This design comes from an exercise in tuning for small area on the open sky130 flow, not from production work.
In this exercise RTL edits were held to simulation tests only and were not proved equivalent to the original.
Power is estimated from default activity; no workload was simulated.

`design/flow/run.sh`:
```
#!/bin/bash
# synth_recipe.tcl (not shown) runs the flow's synth.tcl, then flattens the netlist and writes it again
# the make line also repeats each setting of config.mk as NAME=value (left out here)
make -C /OpenROAD-flow-scripts/flow DESIGN_CONFIG=/design/flow/config.mk WORK_HOME=/design/flow/orfs CLKGATE_MAP_FILE= SYNTH_SCRIPT=/design/flow/synth_recipe.tcl finish
```
`design/flow/config.mk`:
```
export PLATFORM = sky130hd
export DESIGN_NAME = codec_8b10b
export DESIGN_NICKNAME = codec_8b10b
export VERILOG_FILES = /design/flow/design.v
export SDC_FILE = /design/flow/constraint.sdc
export NUM_CORES = 4
export LEC_CHECK = 0
export CAP_MARGIN = 20
export CORE_MARGIN = 2
export CORE_UTILIZATION = 40
export SLEW_MARGIN = 20
```
`design/flow/constraint.sdc`:
```
create_clock -name core_clock -period 8.0 [get_ports {BitCLK_10}]
set_input_delay 1.6000 -clock core_clock [delete_from_list [all_inputs] [get_ports {BitCLK_10}]]
set_output_delay 1.6000 -clock core_clock [all_outputs]
set_load 0.01 [all_outputs]
```
`design/flow/design.v`:
```
module encoder (
    input BitCLK_10,
    input Reset,
    input TxDataK,
    input [7:0] TxParallel_8,
    output reg [9:0] TxParallel_10
);
reg disparity;
reg [5:0] TxParallel_6;
reg [3:0] TxParallel_4;
always @(posedge BitCLK_10 or negedge Reset) begin
    if(!Reset) begin
        TxParallel_10 <= 0;
    end else begin
        TxParallel_10 <= {TxParallel_4, TxParallel_6};
    end
end
always @(*) begin
    TxParallel_6 = 0;
    if (disparity) begin
        case (TxParallel_8[4:0])
            5'h00: TxParallel_6 = 6'h06;
            5'h01: TxParallel_6 = 6'h11;
            5'h02: TxParallel_6 = 6'h12;
            5'h03: TxParallel_6 = 6'h23;
            5'h04: TxParallel_6 = 6'h14;
            5'h05: TxParallel_6 = 6'h25;
            5'h06: TxParallel_6 = 6'h26;
            5'h07: TxParallel_6 = 6'h38;
            5'h08: TxParallel_6 = 6'h18;
            5'h09: TxParallel_6 = 6'h29;
            5'h0A: TxParallel_6 = 6'h2A;
            5'h0B: TxParallel_6 = 6'h0B;
            5'h0C: TxParallel_6 = 6'h2C;
            5'h0D: TxParallel_6 = 6'h0D;
            5'h0E: TxParallel_6 = 6'h0E;
            5'h0F: TxParallel_6 = 6'h05;
            5'h10: TxParallel_6 = 6'h09;
            5'h11: TxParallel_6 = 6'h31;
            5'h12: TxParallel_6 = 6'h32;
            5'h13: TxParallel_6 = 6'h13;
            5'h14: TxParallel_6 = 6'h34;
            5'h15: TxParallel_6 = 6'h15;
            5'h16: TxParallel_6 = 6'h16;
            5'h17: TxParallel_6 = 6'h28;
            5'h18: TxParallel_6 = 6'h0C;
            5'h19: TxParallel_6 = 6'h19;
            5'h1A: TxParallel_6 = 6'h1A;
            5'h1B: TxParallel_6 = 6'h24;
            5'h1C: begin
                if (TxDataK)
                    TxParallel_6 = 6'h03;
                else
                    TxParallel_6 = 6'h1C;
            end
            5'h1D: TxParallel_6 = 6'h22;
            5'h1E: TxParallel_6 = 6'h21;
            5'h1F: TxParallel_6 = 6'h0A;
            default: TxParallel_6 = 0;
        endcase
    end else begin
        case (TxParallel_8[4:0])
            5'h00: TxParallel_6 = 6'h39;
            5'h01: TxParallel_6 = 6'h2E;
            5'h02: TxParallel_6 = 6'h2D;
            5'h03: TxParallel_6 = 6'h23;
            5'h04: TxParallel_6 = 6'h2B;
            5'h05: TxParallel_6 = 6'h25;
            5'h06: TxParallel_6 = 6'h26;
            5'h07: TxParallel_6 = 6'h07;
            5'h08: TxParallel_6 = 6'h27;
            5'h09: TxParallel_6 = 6'h29;
            5'h0A: TxParallel_6 = 6'h2A;
            5'h0B: TxParallel_6 = 6'h0B;
            5'h0C: TxParallel_6 = 6'h2C;
            5'h0D: TxParallel_6 = 6'h0D;
            5'h0E: TxParallel_6 = 6'h0E;
            5'h0F: TxParallel_6 = 6'h3A;
            5'h10: TxParallel_6 = 6'h36;
            5'h11: TxParallel_6 = 6'h31;
            5'h12: TxParallel_6 = 6'h32;
            5'h13: TxParallel_6 = 6'h13;
            5'h14: TxParallel_6 = 6'h34;
            5'h15: TxParallel_6 = 6'h15;
            5'h16: TxParallel_6 = 6'h16;
            5'h17: TxParallel_6 = 6'h17;
            5'h18: TxParallel_6 = 6'h33;
            5'h19: TxParallel_6 = 6'h19;
            5'h1A: TxParallel_6 = 6'h1A;
            5'h1B: TxParallel_6 = 6'h1B;
            5'h1C: begin
                if (TxDataK)
                    TxParallel_6 = 6'h3C;
                else
                    TxParallel_6 = 6'h1C;
            end
            5'h1D: TxParallel_6 = 6'h1D;
            5'h1E: TxParallel_6 = 6'h1E;
            5'h1F: TxParallel_6 = 6'h35;
            default: TxParallel_6 = 0;
        endcase
    end
end
always @(*) begin
    TxParallel_4 = 0;
    if (TxDataK) begin
        if (disparity) begin
            case (TxParallel_8[7:5])
                3'h0: TxParallel_4 = 4'hD;
                3'h1: TxParallel_4 = 4'h6;
                3'h2: TxParallel_4 = 4'h5;
                3'h3: TxParallel_4 = 4'h3;
                3'h4: TxParallel_4 = 4'hB;
                3'h5: TxParallel_4 = 4'hA;
                3'h6: TxParallel_4 = 4'h9;
                3'h7: TxParallel_4 = 4'hE;
                default: TxParallel_4 = 0;
            endcase
        end else begin
            case (TxParallel_8[7:5])
                3'h0: TxParallel_4 = 4'h2;
                3'h1: TxParallel_4 = 4'h9;
                3'h2: TxParallel_4 = 4'hA;
                3'h3: TxParallel_4 = 4'hC;
                3'h4: TxParallel_4 = 4'h4;
                3'h5: TxParallel_4 = 4'h5;
                3'h6: TxParallel_4 = 4'h6;
                3'h7: TxParallel_4 = 4'h1;
                default: TxParallel_4 = 0;
            endcase
        end
    end else begin
        if ((^TxParallel_6) ^ disparity) begin
            case (TxParallel_8[7:5])
                3'h0: TxParallel_4 = 4'hD;
                3'h1: TxParallel_4 = 4'h9;
                3'h2: TxParallel_4 = 4'hA;
                3'h3: TxParallel_4 = 4'h3;
                3'h4: TxParallel_4 = 4'hB;
                3'h5: TxParallel_4 = 4'h5;
                3'h6: TxParallel_4 = 4'h6;
                3'h7: begin
                    if (TxParallel_8[4:0] == 17 || TxParallel_8[4:0] == 18 || TxParallel_8[4:0] == 20)
                        TxParallel_4 = 4'hE;
                    else
                        TxParallel_4 = 4'h7;
                end
                default: TxParallel_4 = 0;
            endcase
        end else begin
            case (TxParallel_8[7:5])
                3'h0: TxParallel_4 = 4'h2;
                3'h1: TxParallel_4 = 4'h9;
                3'h2: TxParallel_4 = 4'hA;
                3'h3: TxParallel_4 = 4'hC;
                3'h4: TxParallel_4 = 4'h4;
                3'h5: TxParallel_4 = 4'h5;
                3'h6: TxParallel_4 = 4'h6;
                3'h7: begin
                    if (TxParallel_8[4:0] == 11 || TxParallel_8[4:0] == 13 || TxParallel_8[4:0] == 14)
                        TxParallel_4 = 4'h1; 
                    else
                        TxParallel_4 = 4'h8;
                end
                default: TxParallel_4 = 0;
            endcase
        end
    end
end
always @(posedge BitCLK_10, negedge Reset) begin
    if (!Reset) begin
        disparity <= 0;
    end else begin
        if (!((^TxParallel_6) ^ (^TxParallel_4))) begin
            disparity <= disparity + 1;
        end
    end
end
endmodule
module decoder (
    input BitCLK_10,
    input Reset,
    input [9:0] RxParallel_10,
    output reg RxDataK,
    output reg Disparity_Error,
    output reg Decode_Error,
    output reg [7:0] RxParallel_8
);
reg RxDataK_5, RxDataK_3;
reg decode_error_comb;
reg signed [9:0] disparity;
reg [4:0] RxParallel_5;
reg [2:0] RxParallel_3;
reg [3:0] ones, zeros;
always @(posedge BitCLK_10 or negedge Reset) begin
    if (!Reset) begin
        RxParallel_8 <= 0;
        RxDataK <= 0;
        Decode_Error <= 0;
    end else begin
        RxParallel_8 <= {RxParallel_3, RxParallel_5};
        RxDataK <= RxDataK_3 || RxDataK_5;
        Decode_Error <= decode_error_comb;
    end
end
always @(posedge BitCLK_10 or negedge Reset) begin
    if (!Reset) begin
        Disparity_Error <= 0;
        disparity <= -1;
        ones <= 0;
        zeros <= 0;
    end else begin
        ones = RxParallel_10[0] + RxParallel_10[1] + RxParallel_10[2] + RxParallel_10[3] + RxParallel_10[4]
             + RxParallel_10[5] + RxParallel_10[6] + RxParallel_10[7] + RxParallel_10[8] + RxParallel_10[9];
        zeros = 10 - ones;
        disparity = disparity + (ones - zeros); 
        if (disparity == -1 || disparity == 0 || disparity == 1) begin
            Disparity_Error <= 0;
        end else
            Disparity_Error <= 1;
    end
end
always @(*) begin
    RxDataK_5 = 0;
    RxParallel_5 = 0;
    RxDataK_3 = 0;
    RxParallel_3 = 0;
    decode_error_comb = 0;
    case (RxParallel_10[5:0])
        6'h03: begin
            RxDataK_5 = 1;
            RxParallel_5 = 5'h1C;
        end
        6'h05: RxParallel_5 = 5'h0F;
        6'h06: RxParallel_5 = 5'h00;
        6'h07: RxParallel_5 = 5'h07;
        6'h09: RxParallel_5 = 5'h10;
        6'h0A: RxParallel_5 = 5'h1F;
        6'h0B: RxParallel_5 = 5'h0B;
        6'h0C: RxParallel_5 = 5'h18;
        6'h0D: RxParallel_5 = 5'h0D;
        6'h0E: RxParallel_5 = 5'h0E;
        6'h11: RxParallel_5 = 5'h01;
        6'h12: RxParallel_5 = 5'h02;
        6'h13: RxParallel_5 = 5'h13;
        6'h14: RxParallel_5 = 5'h04;
        6'h15: RxParallel_5 = 5'h15;
        6'h16: RxParallel_5 = 5'h16;
        6'h17: RxParallel_5 = 5'h17;
        6'h18: RxParallel_5 = 5'h08;
        6'h19: RxParallel_5 = 5'h19;
        6'h1A: RxParallel_5 = 5'h1A;
        6'h1B: RxParallel_5 = 5'h1B;
        6'h1C: RxParallel_5 = 5'h1C;
        6'h1D: RxParallel_5 = 5'h1D;
        6'h1E: RxParallel_5 = 5'h1E;
        6'h21: RxParallel_5 = 5'h1E;
        6'h22: RxParallel_5 = 5'h1D;
        6'h23: RxParallel_5 = 5'h03;
        6'h24: RxParallel_5 = 5'h1B;
        6'h25: RxParallel_5 = 5'h05;
        6'h26: RxParallel_5 = 5'h06;
        6'h27: RxParallel_5 = 5'h08;
        6'h28: RxParallel_5 = 5'h17;
        6'h29: RxParallel_5 = 5'h09;
        6'h2A: RxParallel_5 = 5'h0A;
        6'h2B: RxParallel_5 = 5'h04;
        6'h2C: RxParallel_5 = 5'h0C;
        6'h2D: RxParallel_5 = 5'h02;
        6'h2E: RxParallel_5 = 5'h01;
        6'h31: RxParallel_5 = 5'h11;
        6'h32: RxParallel_5 = 5'h12;
        6'h33: RxParallel_5 = 5'h18;
        6'h34: RxParallel_5 = 5'h14;
        6'h35: RxParallel_5 = 5'h1F;
        6'h36: RxParallel_5 = 5'h10;
        6'h38: RxParallel_5 = 5'h07;
        6'h39: RxParallel_5 = 5'h00;
        6'h3A: RxParallel_5 = 5'h0F;
        6'h3C: begin
            RxDataK_5 = 1;
            RxParallel_5 = 5'h1C;
        end
        default: begin 
            RxParallel_5 = 0;
            decode_error_comb = 1;
        end
    endcase
    if (RxDataK_5) begin        
        case (RxParallel_10[9:6])
            4'h1: RxParallel_3 = 3'h7;
            4'h2: RxParallel_3 = 3'h0;
            4'h3: RxParallel_3 = 3'h3;
            4'h4: RxParallel_3 = 3'h4;
            4'h5: begin
                if (RxParallel_10[5:0] == 6'h03) begin
                    RxParallel_3 = 3'h2;
                end else begin
                    RxParallel_3 = 3'h5;
                end
            end
            4'h6: begin
                if (RxParallel_10[5:0] == 6'h03) begin
                    RxParallel_3 = 3'h1;
                end else begin
                    RxParallel_3 = 3'h6;
                end
            end
            4'h9: begin
                if (RxParallel_10[5:0] == 6'h03) begin
                    RxParallel_3 = 3'h6;
                end else begin
                    RxParallel_3 = 3'h1;
                end
            end
            4'hA: begin
                if (RxParallel_10[5:0] == 6'h03) begin
                    RxParallel_3 = 3'h5;
                end else begin
                    RxParallel_3 = 3'h2;
                end
            end
            4'hB: RxParallel_3 = 3'h4;
            4'hC: RxParallel_3 = 3'h3;
            4'hD: RxParallel_3 = 3'h0;
            4'hE: RxParallel_3 = 3'h7;
            default: begin
                RxParallel_3 = 0;
                decode_error_comb = 1; 
            end
        endcase
    end else begin
        case (RxParallel_10[9:6])
            4'h1: begin
                if (RxParallel_5 == 23 || RxParallel_5 == 27 || RxParallel_5 == 29 || RxParallel_5 == 30) begin
                    RxDataK_3 = 1;
                end
                RxParallel_3 = 3'h7;
            end
            4'h2: RxParallel_3 = 3'h0;
            4'h3: RxParallel_3 = 3'h3;
            4'h4: RxParallel_3 = 3'h4;
            4'h5: RxParallel_3 = 3'h5;
            4'h6: RxParallel_3 = 3'h6;
            4'h7: RxParallel_3 = 3'h7;
            4'h8: RxParallel_3 = 3'h7;
            4'h9: RxParallel_3 = 3'h1;
            4'hA: RxParallel_3 = 3'h2;
            4'hB: RxParallel_3 = 3'h4;
            4'hC: RxParallel_3 = 3'h3;
            4'hD: RxParallel_3 = 3'h0;
            4'hE: begin
                if (RxParallel_5 == 23 || RxParallel_5 == 27 || RxParallel_5 == 29 || RxParallel_5 == 30) begin
                    RxDataK_3 = 1;
                end
                RxParallel_3 = 3'h7;
            end
            default: begin
                RxParallel_3 = 0;
                decode_error_comb = 1;
            end
        endcase
    end
end
endmodule
module codec_8b10b (
    input BitCLK_10,
    input Reset,
    input TxDataK,
    input [7:0] TxParallel_8,
    output [9:0] TxParallel_10,
    input [9:0] RxParallel_10,
    output RxDataK,
    output Disparity_Error,
    output Decode_Error,
    output [7:0] RxParallel_8
);
    encoder encoder(.BitCLK_10(BitCLK_10), .Reset(Reset), .TxParallel_8(TxParallel_8), .TxDataK(TxDataK), .TxParallel_10(TxParallel_10));
    decoder decoder(.BitCLK_10(BitCLK_10), .Reset(Reset), .RxParallel_10(RxParallel_10), .RxDataK(RxDataK), .RxParallel_8(RxParallel_8), .Decode_Error(Decode_Error), .Disparity_Error(Disparity_Error));
endmodule
```
==> results.cfg <==
[floorplanning]
core_area_um2 = 8636
start_util = 0.4071
die_x_um = 97.76
die_h_um = 97.76
row_count = 34
ios = 42
fp.dieArea_um2 = 9556

[final_layout]
fin_nets = 519
final_layout_size_suffix_gt1_frac = 0.09168
antenna_cells = 0
syn2layout_area_growth_pct = 15.98
n_fill_cell = 871
design_area_um2 = 4078

[setup_path]
cp.required_ns = 8.15
arrival_ns = 7.74
cp-end-kind = flop
crit_type = primary input to flop
start_kind = primary input
crit_fanout = 5

[clock_tree]
cts_root_buffer = clkbuf_8
clockBufferDepth = 2
cts_setup_buffers = 0
clkSinkCount = 31
cts_resized = 0
tritoncts = yes
clk_pin_slew_ns = 0.06
hold_buffers = 0
htreeDepth = 2
insertion_delay_ns = 0.29
cts_buffers = 5

[logic_synthesis]
syn_avg_cell_area_um2 = 7.901
syn_nets = 496
synth_cells = 445
ys_seq_area_frac = 0.2238
yosys-top-cells-area = dfrtp_1 (16%), ha_1 (8.2%), dfstp_2 (6.7%)
yosys_warnings = 2
synth_top_area_share = 0.1566
syn-cell-area_um2 = 3516
synth_common_cells = a21oi_1 (47), o21ai_0 (44), inv_1 (35)
synth_area_leader_cell = dfrtp_1
synth_edf_count = 0
synth.distinct_cells = 69
ys.flop_type = dfrtp_1
ys_seq_elements = 31
yosysMostFrequentCell = a21oi_1
synthArstFlopShare = 1.000

[grt]
grt_start_max_net_pins = 32
antenna_found_initial = 0
grt_pass1_wl_um = 15480
grt_pass1_vias = 3160
gr-total-overflow = 0
globalRouteTotalUtil = 0.1929

[detailed_routing]
ant_nets = 0
wl_um = 9049
vias = 3418
viasPerCell = 5.924
drt_iter0_drc = 256
drc = 0
routedWlPerCell_um = 15.68
firstDrtPassIters = 6

[sta]
finalSetupTns_ns = 0
fmax_ghz = 0.1317
layout_min_cycle_time_ns = 7.593
slew_headroom = 0.2870
hold_violations = 0
maxSlewViolCount = 0
finalClockSkew_ns = 0.01919
worst_pin_slew_ns = 1.066
rsz0062_at_grt = no
setup_viol = 0
period_share = 0.9491

[place]
place.gp.congestion = 0.8522
place_hpwl_um = 6524
port_buffers = 41
placed_area_um2 = 3976

[power_and_ir_drop]
p_per_area_nw_per_um2 = 364.1
ir_worst_vdd_uv = 203.9
p_leak_nw = 1.715

[hold_path]
hold_path.class = flop to flop

[status]
status = no timing/DRC/antenna violations

[run]
max_cap_violations = 0
through the flow:
step	std cells	power, mW	worst slack [ns]	utilization	hold WS [ns]
5_1_grt	577	1.645	0.0007967	0.4722	0.6937
4_1_cts	577	1.494	0.3832	0.4710	0.6685
2_1_floorplan	445	1.105	0.7591	-	0.6255
3_3_place_gp	569	1.319	0.2836	0.4604	0.6526
3_5_place_dp	569	1.345	0.09367	0.4604	0.6571
6_report	577	1.485	0.4070	0.4722	0.6638
logic make-up (layout without fill, tap and decap cells):
kind of cell,after synthesis,after routing,synth area share
adder cells (fa/ha/maj),33,33,0.1306
buffers and inverters,72,96,0.08505
multiplexers,12,12,0.03843
flip-flops,31,31,0.2238
AO/OA/AOI/OAI,160,160,0.2907
XOR/XNOR,28,28,0.07793
AND/OR/NAND/NOR,109,109,0.1534
power by group:
part | switching, mW | internal (mW)
registers | 0.0306 | 0.252
logic | 0.582 | 0.484
clock network | 0.0664 | 0.0695
total | 0.679 | 0.806
worst max-delay path, cell delays in order:
cell,delay (ns)
clkdlybuf4s50_1,0.56
inv_1,0.14
ha_2,0.40
inv_1,0.08
fa_1,0.45
fa_1,0.51
fa_1,0.42
fa_1,0.41
fa_1,0.45
xnor2_2,0.17
inv_1,0.07
ha_1,0.36
xor2_1,0.21
inv_1,0.08
fa_1,0.44
inv_1,0.08
a21oi_1,0.07
o21bai_1,0.20
a21oi_1,0.10
o21bai_1,0.21
a21o_1,0.15
a21oi_1,0.08
xnor2_1,0.17
nor4_1,0.27
a31oi_1,0.06
path summary, 6_finish.rpt:
path                                       from                      end  slack, ns  cells past startpoint
min                        decoder.disparity[1]     decoder.disparity[1]       0.66                      1
min reg2reg                decoder.disparity[1]     decoder.disparity[1]       0.66                      1
max reg2reg                   encoder.disparity        encoder.disparity       4.37                     10
max                            RxParallel_10[1]  decoder.Disparity_Error       0.41                     25
min in group asynchronous                 Reset  decoder.RxParallel_8[1]       1.71                      2
max in group asynchronous                 Reset     decoder.disparity[2]       5.94                      2
cell type report:
type | count | area (um2) | share of cell area
repair buffers | 51 | 485.5 | 0.1191
multi-input cells | 342 | 2440 | 0.5983
flip-flops and latches | 31 | 787.0 | 0.1930
well taps | 108 | 135.1 | 0.03314
clock inverters | 1 | 5.005 | 0.001227
inverters | 37 | 138.9 | 0.03406
clock buffers | 7 | 86.33 | 0.02117
sequential cells by signal, summed over array words and instances (netlist names):
signal	flops
encoder.TxParallel_10	10
decoder.Decode_Error	1
decoder.disparity	9
decoder.Disparity_Error	1
encoder.disparity	1
decoder.RxParallel_8	8
decoder.RxDataK	1
layout by cell type, fill, tap and decap left out, types with 3 or more instances in the layout:
| master | instances |
|---|---|
| mux2i_1 | 9 |
| o21bai_1 | 4 |
| a31oi_1 | 7 |
| nor2b_1 | 3 |
| dfstp_2 | 9 |
| and3_1 | 5 |
| o2111ai_1 | 4 |
| clkdlybuf4s50_1 | 41 |
| a221oi_1 | 3 |
| buf_4 | 10 |
| nor3_1 | 10 |
| a211oi_1 | 4 |
| o22ai_1 | 5 |
| o21ai_0 | 44 |
| a21oi_1 | 47 |
| or3_1 | 3 |
| a32oi_1 | 3 |
| fa_1 | 7 |
| xnor2_1 | 9 |
| nor4_1 | 4 |
| dfrtp_1 | 22 |
| o221ai_1 | 3 |
| nand2_1 | 32 |
| ha_1 | 22 |
| inv_1 | 35 |
| clkbuf_8 | 6 |
| and2_1 | 3 |
| or2_2 | 3 |
| a21o_1 | 6 |
| a311oi_1 | 4 |
| xor2_1 | 16 |
| nand3_1 | 12 |
| nor2_1 | 26 |
metal layers:
metal  GRT usage  vias to the layer above  wire length [um]
met5           0                        -                 0
met4     0.04701                        0               161
met3     0.03364                       17               465
met2      0.3003                       98              4106
met1      0.2803                     1639              4316
li1            -                     1664                 -

## separate check: timing with driven ports
How much do the figures lean on ideal ports? The routed layout below was timed once more, with nothing changed but the port constraints.
Step 1 assumes that a clkbuf_16 drives the clock port and a buf_2 every other input.
Step 2 adds t to the input delays and takes it off the output delays; t is the mean of the earliest and latest rising clock arrival at the registers after step 1. Input paths then give back, and output paths get back, about the clock's delay inside the block.
Three values: ideal ports, drivers, drivers and shift; two values: the first two.
t (ns): 0.316
setup WS [ns]: 0.407 / 0.416 / 0.100
cell pins on the clock port's net: 1
After both steps this run still meets setup and hold. For this run, drivers alone change the setup slack by +0.009 ns; drivers and shift together by -0.307 ns.
